What follows belongs to an exercise in optimizing a design on an open flow for small area and a short achievable clock period; a production flow would make more cautious choices.
Function was checked by simulation only, so behaviour that the tests miss may differ from the original.

== try-harbor ==
==> flow/design.v (excerpt) <==
module ohs_boost_l2 #(
  parameter data_width = 32,
  parameter data_decimal = 22
)(
  input aclk,
  input resetn,
  input ce,
  input signed [data_width-1:0] kL,
  input signed [data_width-1:0] kRL,
  input signed [data_width-1:0] kC,
  input signed [data_width-1:0] kR,
  input signed [data_width-1:0] vdc,
  input S1_pwm,
  output wire signed [data_width-1:0] iL,
  output wire signed [data_width-1:0] vL,
  output wire signed [data_width-1:0] iC,
  output wire signed [data_width-1:0] vC,
  output wire signed [data_width-1:0] iLoad
);
export LEC_CHECK = 0
export ABC_AREA = 1
export CAP_MARGIN = 10
export CORE_MARGIN = 2
export CORE_UTILIZATION = 55
export SLEW_MARGIN = 10
export SYNTH_HIERARCHICAL = 1
export SYNTH_MINIMUM_KEEP_SIZE = 0
export TNS_END_PERCENT = 10
create_clock -name core_clock -period 34.0 [get_ports {aclk}]
standard.sh (not shown) runs the stock make flow with config.mk's settings and CLKGATE_MAP_FILE= SYNTH_SCRIPT=/design/flow/synth_recipe.tcl, a recipe that flattens the netlist after the stock synthesis.
==> flow/flow/run.sh <==
#!/bin/bash
set -euo pipefail
MARGIN=9
bash standard.sh synth > synth.log 2>&1
bash standard.sh SETUP_SLACK_MARGIN=$MARGIN "BUFFER_PORTS_ARGS=-buffer_cell sky130_fd_sc_hd__buf_1" finish > layout.log 2>&1
## Diff of input files: try-onyx against try-harbor
- SLEW_MARGIN now 20, was 10
- CAP_MARGIN now 20, was 10
==> flow/flow/run.sh <==
#!/bin/bash
set -euo pipefail
MARGIN=9
bash standard.sh synth > synth.log 2>&1
bash standard.sh SETUP_SLACK_MARGIN=$MARGIN "BUFFER_PORTS_ARGS=-buffer_cell sky130_fd_sc_hd__buf_2" finish > layout.log 2>&1
Notes after the runs:
try-onyx ended with every stage complete and zero timing, DRC or antenna violations. From try-harbor to try-onyx, worst-case clock buffer depth did not move at all. Max freq try-harbor -> try-onyx: degraded. try-onyx against try-harbor: post-route clock period utilization picked up an extra 0.44 points, total met2 wirelength after detailed routing up about 1.4%, critical path depth decreased by 12% relative to the old numbers. On routed via count, try-harbor and try-onyx are basically level.
What try-tundra does differently from try-onyx at the input level:
- changing CORE_UTILIZATION from 55 to 40
- removing TNS_END_PERCENT (formerly 10)
==> flow/flow/run.sh <==
#!/bin/bash
set -euo pipefail
MARGIN=9
bash standard.sh synth > synth.log 2>&1
bash standard.sh SETUP_SLACK_MARGIN=$MARGIN finish > layout.log 2>&1
### Flow results
- In the tables for try-tundra and try-onyx, initial core utilization reads higher with try-onyx.
- Sort try-tundra and try-onyx by minimum clock period asc -> top: try-onyx
- try-tundra did not stop at any stage, and its layout met the timing, design-rule and antenna checks.
- try-onyx has lower pin count of the biggest net entering global routing than try-tundra.
- Looking at end of the critical path, the iLoad[29] result is from try-tundra; the iLoad[7] one comes from try-onyx.
- try-tundra — utilization 13 points lower, try-onyx as reference
Inputs modified between try-tundra and try-nickel:
- TNS_END_PERCENT: unset -> 10
- CAP_MARGIN: 20 -> 10
- CORE_UTILIZATION: 40 -> 60
- SLEW_MARGIN: 20 -> 10
==> flow/flow/run.sh <==
#!/bin/bash
set -euo pipefail
MARGIN=9
bash standard.sh synth > synth.log 2>&1
bash standard.sh SETUP_SLACK_MARGIN=$MARGIN "BUFFER_PORTS_ARGS=-buffer_cell sky130_fd_sc_hd__buf_2" finish > layout.log 2>&1
Findings:
- Per the comparison of try-nickel with try-tundra, clock skew dropped 9.4 ps; average wire per standard cell held steady; via count of the first global-routing pass fell by 3,228; critical path depth now smaller.

========
## the reference run
ohs_boost_l2, a different RTL version from the one above (not shown whole).
clock: 34.0 ns
lec_check: 0
abc_area: 1
cap_margin: 20
core_margin: 2
core_utilization: 40
slew_margin: 20
synth_hierarchical: 1
synth_minimum_keep_size: 0
==> flow/flow/run.sh <==
#!/bin/bash
set -euo pipefail
MARGIN=9
bash standard.sh synth > synth.log 2>&1
bash standard.sh SETUP_SLACK_MARGIN=$MARGIN finish > layout.log 2>&1
The reference run ended with every stage complete and zero timing, DRC or antenna violations.
Setup changes, the reference run to the trial run
==> flow/run.sh (new file) <==
#!/bin/bash
# synth_recipe.tcl (not shown) runs the flow's synth.tcl, then flattens the netlist and writes it again
# the make line also repeats each setting of config.mk as NAME=value (left out here)
make -C /OpenROAD-flow-scripts/flow DESIGN_CONFIG=/design/flow/config.mk WORK_HOME=/design/flow/orfs CLKGATE_MAP_FILE= SYNTH_SCRIPT=/design/flow/synth_recipe.tcl finish
removed: flow/flow/run.sh
removed: flow/standard.sh
[summary]
On worst-case setup margin in the final layout: between the reference run and the trial run, it ends up higher for the reference run.
From the reference run to the trial run the numbers moved as follows: total length of routed met2 wires moved down, share of final layout cell area taken by clock buffers and inverters about even.

========
ohs_boost_l2, a different RTL version from the one above (not shown whole).
Size in the first run: ~9600 cells after synthesis, about 160 flip-flops, ~88000 um^2 of cells after synthesis.
==> flow/config.mk <==
export PLATFORM = sky130hd
export DESIGN_NAME = ohs_boost_l2
export DESIGN_NICKNAME = ohs_boost_l2
export VERILOG_FILES = /design/flow/design.v
export SDC_FILE = /design/flow/constraint.sdc
export NUM_CORES = 4
export LEC_CHECK = 0
export ABC_AREA = 1
export CAP_MARGIN = 20
export CORE_MARGIN = 2
export CORE_UTILIZATION = 40
export SLEW_MARGIN = 20
export SYNTH_HIERARCHICAL = 1
export SYNTH_MINIMUM_KEEP_SIZE = 0
==> flow/constraint.sdc <==
create_clock -name core_clock -period 34.0 [get_ports {aclk}]
set_input_delay 6.8000 -clock core_clock [delete_from_list [all_inputs] [get_ports {aclk}]]
set_output_delay 6.8000 -clock core_clock [all_outputs]
set_load 0.01 [all_outputs]
==> flow/flow/run.sh <==
#!/bin/bash
set -euo pipefail
MARGIN=9
bash standard.sh synth > synth.log 2>&1
bash standard.sh SETUP_SLACK_MARGIN=$MARGIN "BUFFER_PORTS_ARGS=-buffer_cell sky130_fd_sc_hd__buf_2" finish > layout.log 2>&1
Next try:
==> flow/flow/run.sh (replaced) <==
#!/bin/bash
set -euo pipefail
MARGIN=10
bash standard.sh synth > synth.log 2>&1
bash standard.sh SETUP_SLACK_MARGIN=$MARGIN "BUFFER_PORTS_ARGS=-buffer_cell sky130_fd_sc_hd__buf_2" finish > layout.log 2>&1
CORE_UTILIZATION = 55   (was 40)
CTS_CLUSTER_DIAMETER = 40   (was unset)
CTS_CLUSTER_SIZE = 10   (was unset)
What happened: The changed run passed the timing, design-rule and antenna checks; die area decreases by a quarter to a third; fmax increases slightly; clock-buffer cell count decreases by 1; setup slack improves by 0.19 ns.

========
ohs_boost_l2 with an RTL version that a note above also has.
For scale: roughly 320 I/O pins, about 0.088 sq mm of cells after synthesis.
==> flow/config.mk <==
export PLATFORM = sky130hd
export DESIGN_NAME = ohs_boost_l2
export DESIGN_NICKNAME = ohs_boost_l2
export VERILOG_FILES = /design/flow/design.v
export SDC_FILE = /design/flow/constraint.sdc
export NUM_CORES = 4
export LEC_CHECK = 0
export ABC_AREA = 1
export CAP_MARGIN = 20
export CORE_MARGIN = 2
export CORE_UTILIZATION = 55
export SLEW_MARGIN = 20
export SYNTH_HIERARCHICAL = 1
export SYNTH_MINIMUM_KEEP_SIZE = 0
==> flow/constraint.sdc <==
create_clock -name core_clock -period 34.0 [get_ports {aclk}]
set_input_delay 6.8000 -clock core_clock [delete_from_list [all_inputs] [get_ports {aclk}]]
set_output_delay 6.8000 -clock core_clock [all_outputs]
set_load 0.01 [all_outputs]
==> flow/flow/run.sh <==
#!/bin/bash
set -euo pipefail
MARGIN=9
bash standard.sh synth > synth.log 2>&1
bash standard.sh SETUP_SLACK_MARGIN=$MARGIN "BUFFER_PORTS_ARGS=-buffer_cell sky130_fd_sc_hd__buf_2" finish > layout.log 2>&1
The first run completed with no timing, DRC or antenna violations.
Then changed:
Settings changed: CORE_UTILIZATION 55 to 65, CTS_CLUSTER_DIAMETER set to 40, CTS_CLUSTER_SIZE set to 10.
After rerunning: Worst setup slack gains 0.0032 ns.

## port drivers added, routing unchanged
Ports are ideal in the flow. The routed layouts listed here were re-timed in OpenROAD.
Step 1 assumes that a clkbuf_16 drives the clock port and a buf_2 every other input.
Step 2 adds t to the input delays and takes it off the output delays; t is the mean of the earliest and latest rising clock arrival at the registers after step 1. Input paths then give back, and output paths get back, about the clock's delay inside the block.
a / b / c = no drivers / after step 1 / after step 2; a / b = the first two.
run | shift t [ns] | setup WS [ns] | pins driven straight from the clock port
try-harbor | 0.594 | 9.169 / 9.144 / 9.144 | 1
try-onyx | 0.576 | 9.020 / 8.998 / 8.998 | 1
try-tundra | 0.605 | 8.959 / 8.936 / 8.936 | 1
try-nickel | 0.574 | 9.081 / 9.060 / 9.060 | 1
the reference run | 0.591 | 8.842 / 8.804 / 8.804 | 1
the trial run | 0.587 | 5.747 / 5.715 / 5.715 | 1
the first run of note 3 | 0.577 | 8.969 / 8.928 / 8.928 | 1
the second run of note 3 | 0.614 | 9.155 / 9.133 / 9.133 | 1
the first run of note 4 | 0.570 | 9.146 / 9.126 / 9.126 | 1
the second run of note 4 | 0.583 | 9.149 / 9.125 / 9.125 | 1
After both steps every run listed still meets setup and hold. The setup slack of the first run of note 3, which loses most, moves by -0.041 ns with the drivers and by -0.041 ns with both steps.
